What follows belongs to an exercise in optimizing a design on an open flow for small area, a short achievable clock period and few clock cycles per item; a production flow would make more cautious choices. At most, simulation tests tie the RTL to the original design; equivalence was not proved. No activity file was given, so power comes from the tool's default toggle rates.

Setup of the reference run:
// lpc_decoder
module lpc_decoder(
			input wire ACLK,
			input wire ARESET_N,
			input wire[79:0] TDATA,
			input wire TVALID,
			output wire TREADY,
			input wire EN,
			input wire TUSER,
			input wire TLAST,
			output wire[15:0] OUT_DECODED,
			output wire OUT_VALID,
			input wire OUT_READY,
			output wire OUT_LAST,
			output wire OUT_USER
		);
Settings: LEC_CHECK=0, CAP_MARGIN=20, CORE_MARGIN=2, CORE_UTILIZATION=40, SETUP_SLACK_MARGIN=3.0, SLEW_MARGIN=20; clock period 5.0 ns.
standard.sh (not shown) runs the stock make flow with config.mk's settings and CLKGATE_MAP_FILE= SYNTH_SCRIPT=/design/flow/synth_recipe.tcl, a recipe that flattens the netlist after the stock synthesis.
==> flow/flow/run.sh <==
#!/bin/bash
# The standard layout (the standard.sh: ORFS synthesis to finish) with three
# changes: port buffers are buf_1 cells instead of the delay cells ORFS picks,
# clock tree synthesis adds no dummy loads, and it may use smaller clock buffers.
# Each make run writes its full output to a log file in this folder.
set -euo pipefail
here=$(pwd)
CTS="-sink_clustering_enable -repair_clock_nets -dont_use_dummy_load -sink_clustering_size 30 -sink_clustering_max_diameter 100"
bash standard.sh \
  BUFFER_PORTS_ARGS="-buffer_cell sky130_fd_sc_hd__buf_1" \
  CTS_ARGS="$CTS" \
  finish > "$here/standard_make.log" 2>&1
Per the final summary, the reference run finished and its layout is clean on timing, DRC and antenna.
For the trial run, these inputs were changed with respect to the reference run:
-- flow/flow/run.sh --
<<< the reference run, line 8
CTS="-sink_clustering_enable -repair_clock_nets -dont_use_dummy_load -sink_clustering_size 30 -sink_clustering_max_diameter 100"
>>> the trial run, line 8
CTS="-sink_clustering_enable -repair_clock_nets -dont_use_dummy_load"
==> summary.txt <==
- The reference run → the trial run: flip-flop and latch share of the layout cell area held; final antenna diode count held; count of flip-flops with a built-in enable after synthesis held.
- Final worst slack came out exactly the same in the trial run and the reference run.
- Changes observed in the trial run relative to the reference run: routed wire length roughly the same, total power consumption of the routed design held, post-synthesis compound-gate area fraction comparable.
Function was not checked in any run of this note: the RTL went through the layout flow alone.

---

build 51:
The RTL this note starts from:
==> flow/design.v <==
module lpc_decoder(
			input wire ACLK,
			input wire ARESET_N,
			input wire[79:0] TDATA,
			input wire TVALID,
			output wire TREADY,
			input wire EN,
			input wire TUSER,
			input wire TLAST,
			output wire[15:0] OUT_DECODED,
			output wire OUT_VALID,
			input wire OUT_READY,
			output wire OUT_LAST,
			output wire OUT_USER
		);
	integer i, j;
	reg [7:0] rm, cm;
	always @(*) begin
		for (i = 0; i < 8; i = i + 1)
			rm[i] = ^TDATA[8*i +: 8] ^ TDATA[64+i];
		for (j = 0; j < 8; j = j + 1) begin
			cm[j] = TDATA[72+j];
			for (i = 0; i < 8; i = i + 1)
				cm[j] = cm[j] ^ TDATA[8*i+j];
		end
	end
	reg [7:0] y_rm, y_cm;
	always @(posedge ACLK) begin
		y_rm <= rm;
		y_cm <= cm;
	end
	reg [7:0] rh, ch;
	reg [2:0] rn, cn;
	always @(*) begin
		for (i = 0; i < 8; i = i + 1) begin
			rh[i] = y_rm[i] & ~|(y_rm >> (i+1));
			ch[i] = y_cm[i] & ~|(y_cm >> (i+1));
		end
		rn = {|rh[7:4], |{rh[7:6], rh[3:2]}, |{rh[7], rh[5], rh[3], rh[1]}};
		cn = {|ch[7:4], |{ch[7:6], ch[3:2]}, |{ch[7], ch[5], ch[3], ch[1]}};
	end
	reg        rdy;        
	reg        r_busy;     
	reg [1:0]  k;          
	reg [63:0] r_d;
	reg        r_user, r_last;
	reg        f_v;        
	reg [2:0]  f_row, f_col;    
	reg [15:0] o_d;
	reg        o_v, o_user, o_last;
	wire acc    = rdy;                         
	wire o_free = ~o_v | OUT_READY;
	wire mv     = r_busy & o_free;             
	wire byp    = acc & o_free;                
	wire r_busy_n = acc ? 1'b1 : (mv ? (k != 2'd3) : r_busy);
	wire [15:0] beat_r = k == 2'd0 ? r_d[15:0] : k == 2'd1 ? r_d[31:16] :
	                     k == 2'd2 ? r_d[47:32] : r_d[63:48];
	wire [15:0] beat   = acc ? TDATA[15:0] : beat_r;
	reg  [15:0] flip_y, flip_f, flip;
	always @(*) begin
		for (j = 0; j < 8; j = j + 1) begin
			flip_y[j]   = EN & rh[0] & ch[j];
			flip_y[8+j] = EN & rh[1] & ch[j];
			flip_f[j]   = f_v & (f_row == {k, 1'b0}) & (f_col == j);
			flip_f[8+j] = f_v & (f_row == {k, 1'b1}) & (f_col == j);
		end
		flip = acc ? flip_y : flip_f;
	end
	wire [15:0] beat_c = beat ^ flip;           
	always @(posedge ACLK or negedge ARESET_N) begin
		if (~ARESET_N) begin
			r_busy <= 1'b0;
			k      <= 2'd0;
			o_v    <= 1'b0;
		end else begin
			if (acc) begin
				r_busy <= 1'b1;
				k      <= byp ? 2'd1 : 2'd0;
			end else if (mv) begin
				k <= {k[1] ^ k[0], ~k[0]};
				if (k == 2'd3)
					r_busy <= 1'b0;
			end
			if (byp | mv)
				o_v <= 1'b1;
			else if (OUT_READY)
				o_v <= 1'b0;
		end
	end
	always @(posedge ACLK)
		rdy <= TVALID & ~acc & ~r_busy_n;
	always @(posedge ACLK) begin
		if (acc) begin
			r_d    <= TDATA[63:0];
			r_user <= TUSER;
			r_last <= TLAST;
			f_v    <= EN & |y_rm & |y_cm;
			f_row  <= rn;
			f_col  <= cn;
		end
		if (byp | mv) begin
			o_d    <= {beat_c[7:0], beat_c[15:8]};
			o_user <= acc ? TUSER : (k == 2'd0) & r_user;
			o_last <= acc ? 1'b0 : (k == 2'd3) & r_last;
		end
	end
	assign TREADY      = rdy;
	assign OUT_VALID   = o_v;
	assign OUT_DECODED = o_d;
	assign OUT_USER    = o_user;
	assign OUT_LAST    = o_last;
endmodule
Settings: LEC_CHECK=0, ABC_AREA=1, CAP_MARGIN=20, CORE_MARGIN=2, CORE_UTILIZATION=40, SETUP_SLACK_MARGIN=3.0, SLEW_MARGIN=20; clock period 5.0 ns.
==> flow/flow/run.sh <==
#!/bin/bash
# The standard layout (the standard.sh: ORFS synthesis to finish) with three
# changes: port buffers are buf_1 cells instead of the delay cells ORFS picks,
# clock tree synthesis adds no dummy loads, and it may use smaller clock buffers.
# Each make run writes its full output to a log file in this folder.
set -euo pipefail
here=$(pwd)
CTS="-sink_clustering_enable -repair_clock_nets -dont_use_dummy_load"
bash standard.sh \
  BUFFER_PORTS_ARGS="-buffer_cell sky130_fd_sc_hd__buf_1" \
  CTS_ARGS="$CTS" \
  finish > "$here/standard_make.log" 2>&1
Build 51 finished all stages; the layout is clean.
Testbench counts of build 51, summed over its fixed seeds: cycles 12,816, items 3,200.
### build 51 -> build 55
- clearing ABC_AREA, which used to be 1
Results
Build 51 → build 55: clock skew fell by 0.0061 ns, cell area after placement fell by 11%, design area fell by about 12%. Routed wire length: higher on build 51. Relative to build 51, the post-placement cell count measured on build 55 has decreased by more than a quarter. On worst-case vdd ir drop, build 51 and build 55 are neck and neck. Fraction of power consumed by the clock network: build 55 higher than build 51. Build 55 against build 51: buffers plus inverters on the worst setup path shows an increase of 1; area fraction of clock buffers and clock inverters rose by 0.40 points; simple-gate share of the synthesized area fell 25 points. On parity-gate share of the synthesized area counting xor and xnor cells, the higher figure sits with build 55, not build 51.
#### Input delta (build 69 over build 55)
- swapping 3.0 for 3.1 in SETUP_SLACK_MARGIN
- swapping 40 for 50 in CORE_UTILIZATION
### Flow results
Post-synth net total: build 69 vs build 55 identical. Compared to build 55, the routing of build 69 uses more wire. The worst slack after detailed placement of build 69 is lower than that of build 55. Build 55 has higher power share of the clock group than build 69. Buffer count excluding the clock tree in the final layout (build 69 vs. build 55) increases by a few percent. Against build 55, core outline area in build 69 fell by more than 10%. Going from build 55 to build 69, final area grows by about 2.2%.

---

Setup of beta:
Another version of the RTL of lpc_decoder (not shown whole).
Size in the first run: roughly 460 cells after synthesis, roughly 110 flip-flops, roughly 110 I/O pins, about 5700 µm² of cells after synthesis.
Settings: LEC_CHECK=0, CAP_MARGIN=20, CORE_MARGIN=2, CORE_UTILIZATION=40, SLEW_MARGIN=20; clock period 5.0 ns.
run.sh (not shown) runs the stock make flow with config.mk's settings and CLKGATE_MAP_FILE= SYNTH_SCRIPT=/design/flow/synth_recipe.tcl, a recipe that flattens the netlist after the stock synthesis.
Stock flow here: none of the scripts above is used.
Relative to beta, the following input files were edited for epsilon:
==> flow/flow/run.sh (new file) <==
#!/bin/bash
# The standard layout (the standard.sh: ORFS synthesis to finish) with three
# changes: port buffers are buf_1 cells instead of the delay cells ORFS picks,
# clock tree synthesis adds no dummy loads, and it may use smaller clock buffers.
# Each make run writes its full output to a log file in this folder.
set -euo pipefail
here=$(pwd)
CTS="-sink_clustering_enable -repair_clock_nets -dont_use_dummy_load"
bash standard.sh \
  BUFFER_PORTS_ARGS="-buffer_cell sky130_fd_sc_hd__buf_1" \
  CTS_ARGS="$CTS" \
  finish > "$here/standard_make.log" 2>&1
==> flow/standard.sh (new file) <==
#!/bin/bash
# synth_recipe.tcl (not shown) runs the flow's synth.tcl, then flattens the netlist and writes it again
# the make line also repeats each setting of config.mk as NAME=value (left out here)
make -C /OpenROAD-flow-scripts/flow DESIGN_CONFIG=/design/flow/config.mk WORK_HOME=/design/flow/orfs CLKGATE_MAP_FILE= SYNTH_SCRIPT=/design/flow/synth_recipe.tcl "${@:-finish}"
removed: flow/run.sh
epsilon | status: complete | timing, DRC, antenna: pass
epsilon vs beta on part of the total power dissipated in the clock network: epsilon is the lower one.
As far as final net count goes, beta and epsilon are indistinguishable; the numbers are identical.
Between epsilon and beta, it is epsilon whose wire length of the first global-routing pass is lower, by 3.3%.
Function was not checked in any run of this note: the RTL went through the layout flow alone.

---

lpc_decoder, a different RTL version from the one above (not shown whole).
Size in the first run: roughly 5500 um2 of cells after synthesis.
export LEC_CHECK = 0
export CAP_MARGIN = 20
export CORE_MARGIN = 2
export CORE_UTILIZATION = 45
export PLACE_DENSITY = 0.75
export SETUP_SLACK_MARGIN = 3.0
export SLEW_MARGIN = 20
create_clock -name core_clock -period 5.0 [get_ports {ACLK}]
standard.sh (not shown) runs the stock make flow with config.mk's settings and CLKGATE_MAP_FILE= SYNTH_SCRIPT=/design/flow/synth_recipe.tcl, a recipe that flattens the netlist after the stock synthesis.
==> flow/flow/run.sh <==
#!/bin/bash
# The standard layout (the standard.sh: ORFS synthesis to finish) with three
# changes: port buffers are buf_1 cells instead of the delay cells ORFS picks,
# clock tree synthesis adds no dummy loads, and it may use smaller clock buffers.
# Each make run writes its full output to a log file in this folder.
set -euo pipefail
here=$(pwd)
CTS="-sink_clustering_enable -repair_clock_nets -dont_use_dummy_load"
bash standard.sh \
  BUFFER_PORTS_ARGS="-buffer_cell sky130_fd_sc_hd__buf_1" \
  CTS_ARGS="$CTS" \
  finish > "$here/standard_make.log" 2>&1
Testbench counts at the start, summed over its fixed seeds: cycles 12,816, items 3,200.
Then changed:
- CORE_UTILIZATION: 45 -> 40
- PLACE_DENSITY: 0.75 -> default
- SETUP_SLACK_MARGIN: 3.0 -> 3.15
Effect:
- The new run finished with timing, DRC and antenna clean
- wire length rises by 3.5%
- cell count grows by 4.1%
- synthesized area stays the same
- via count went down by 2.1%
Then changed:
- CORE_UTILIZATION: 40 -> 45
- SETUP_SLACK_MARGIN: 3.15 -> 3.0
=> Synthesized area is unchanged. Final cell count decreases by 4.4%. Via count increases by 1.6%. Setup slack gains 0.0069 ns. Global-route usage increases by 2.3 points. Clock power increases by about 2%. Cell area decreases by 4.0%. Count of clock-buffer cells in the layout is unchanged. Routed wire length increases by 0.87%. Total power decreases by 2.6%.
Then changed:
- CORE_UTILIZATION: 45 -> 40
- SETUP_SLACK_MARGIN: 3.0 -> 2.9
After rerunning: Setup slack gets worse by 0.16 ns. Wire length goes down by 4.1%. Sequential cell count stays the same.
Then changed:
- CORE_UTILIZATION: 40 -> 55
- SETUP_SLACK_MARGIN: 2.9 -> 3.0
Result: Area after synthesis stays the same; final area decreases by 1.8%; worst setup slack is better by 0.096 ns; power goes down by 4.9%; core utilization increases by 16 points.

[re-timing with driven ports]
Ports are ideal in the flow. The routed layouts listed here were re-timed in OpenROAD.
Step 1 assumes that a clkbuf_16 drives the clock port and a buf_2 every other input.
Step 2 moves the port delays by t, midway between the first and last clock arrival at a register: inputs arrive t later, outputs are due t later. That takes back most of the time a late clock gives input paths.
a / b / c = ideal / step 1 / step 2; a / b = the first two.
run	t (ns)	setup slack, ns	worst hold slack (ns)	worst setup path at the end	worst register clock-pin slew, ns
the reference run	0.437	3.022 / 2.981 / 2.726	0.444 / 0.427 / 0.532	input to register	0.06 / 0.06
the trial run	0.437	3.022 / 2.981 / 2.726	0.444 / 0.427 / 0.532	input to register	0.06 / 0.06
build 51	0.392	3.053 / 3.012 / 2.721	0.463 / 0.443 / 0.529	input to register	0.08 / 0.08
build 55	0.373	3.057 / 3.019 / 2.724	0.493 / 0.473 / 0.563	input to register	0.07 / 0.07
build 69	0.381	3.059 / 3.049 / 2.803	0.477 / 0.461 / 0.556	input to register	0.07 / 0.07
beta	0.386	1.835 / 1.853 / 1.468	0.501 / 0.501 / 0.501	input to register	0.07 / 0.07
epsilon	0.376	1.889 / 1.895 / 1.519	0.506 / 0.492 / 0.506	input to register	0.07 / 0.07
the first run of note 4	0.371	3.071 / 3.033 / 2.850	0.496 / 0.480 / 0.573	input to register	0.07 / 0.07
the second run of note 4	0.371	3.101 / 3.063 / 2.867	0.482 / 0.464 / 0.569	input to register	0.07 / 0.07
the third run of note 4	0.384	3.108 / 3.068 / 2.826	0.480 / 0.462 / 0.589	input to register	0.07 / 0.07
the fourth run of note 4	0.373	2.944 / 2.906 / 2.758	0.490 / 0.475 / 0.567	input to register	0.07 / 0.07
the fifth run of note 4	0.397	3.041 / 3.008 / 2.878	0.464 / 0.458 / 0.574	input to register	0.11 / 0.11
After both steps every run listed still meets setup and hold. The setup slack of epsilon, which loses most, moves by +0.006 ns with the drivers and by -0.370 ns with both steps.
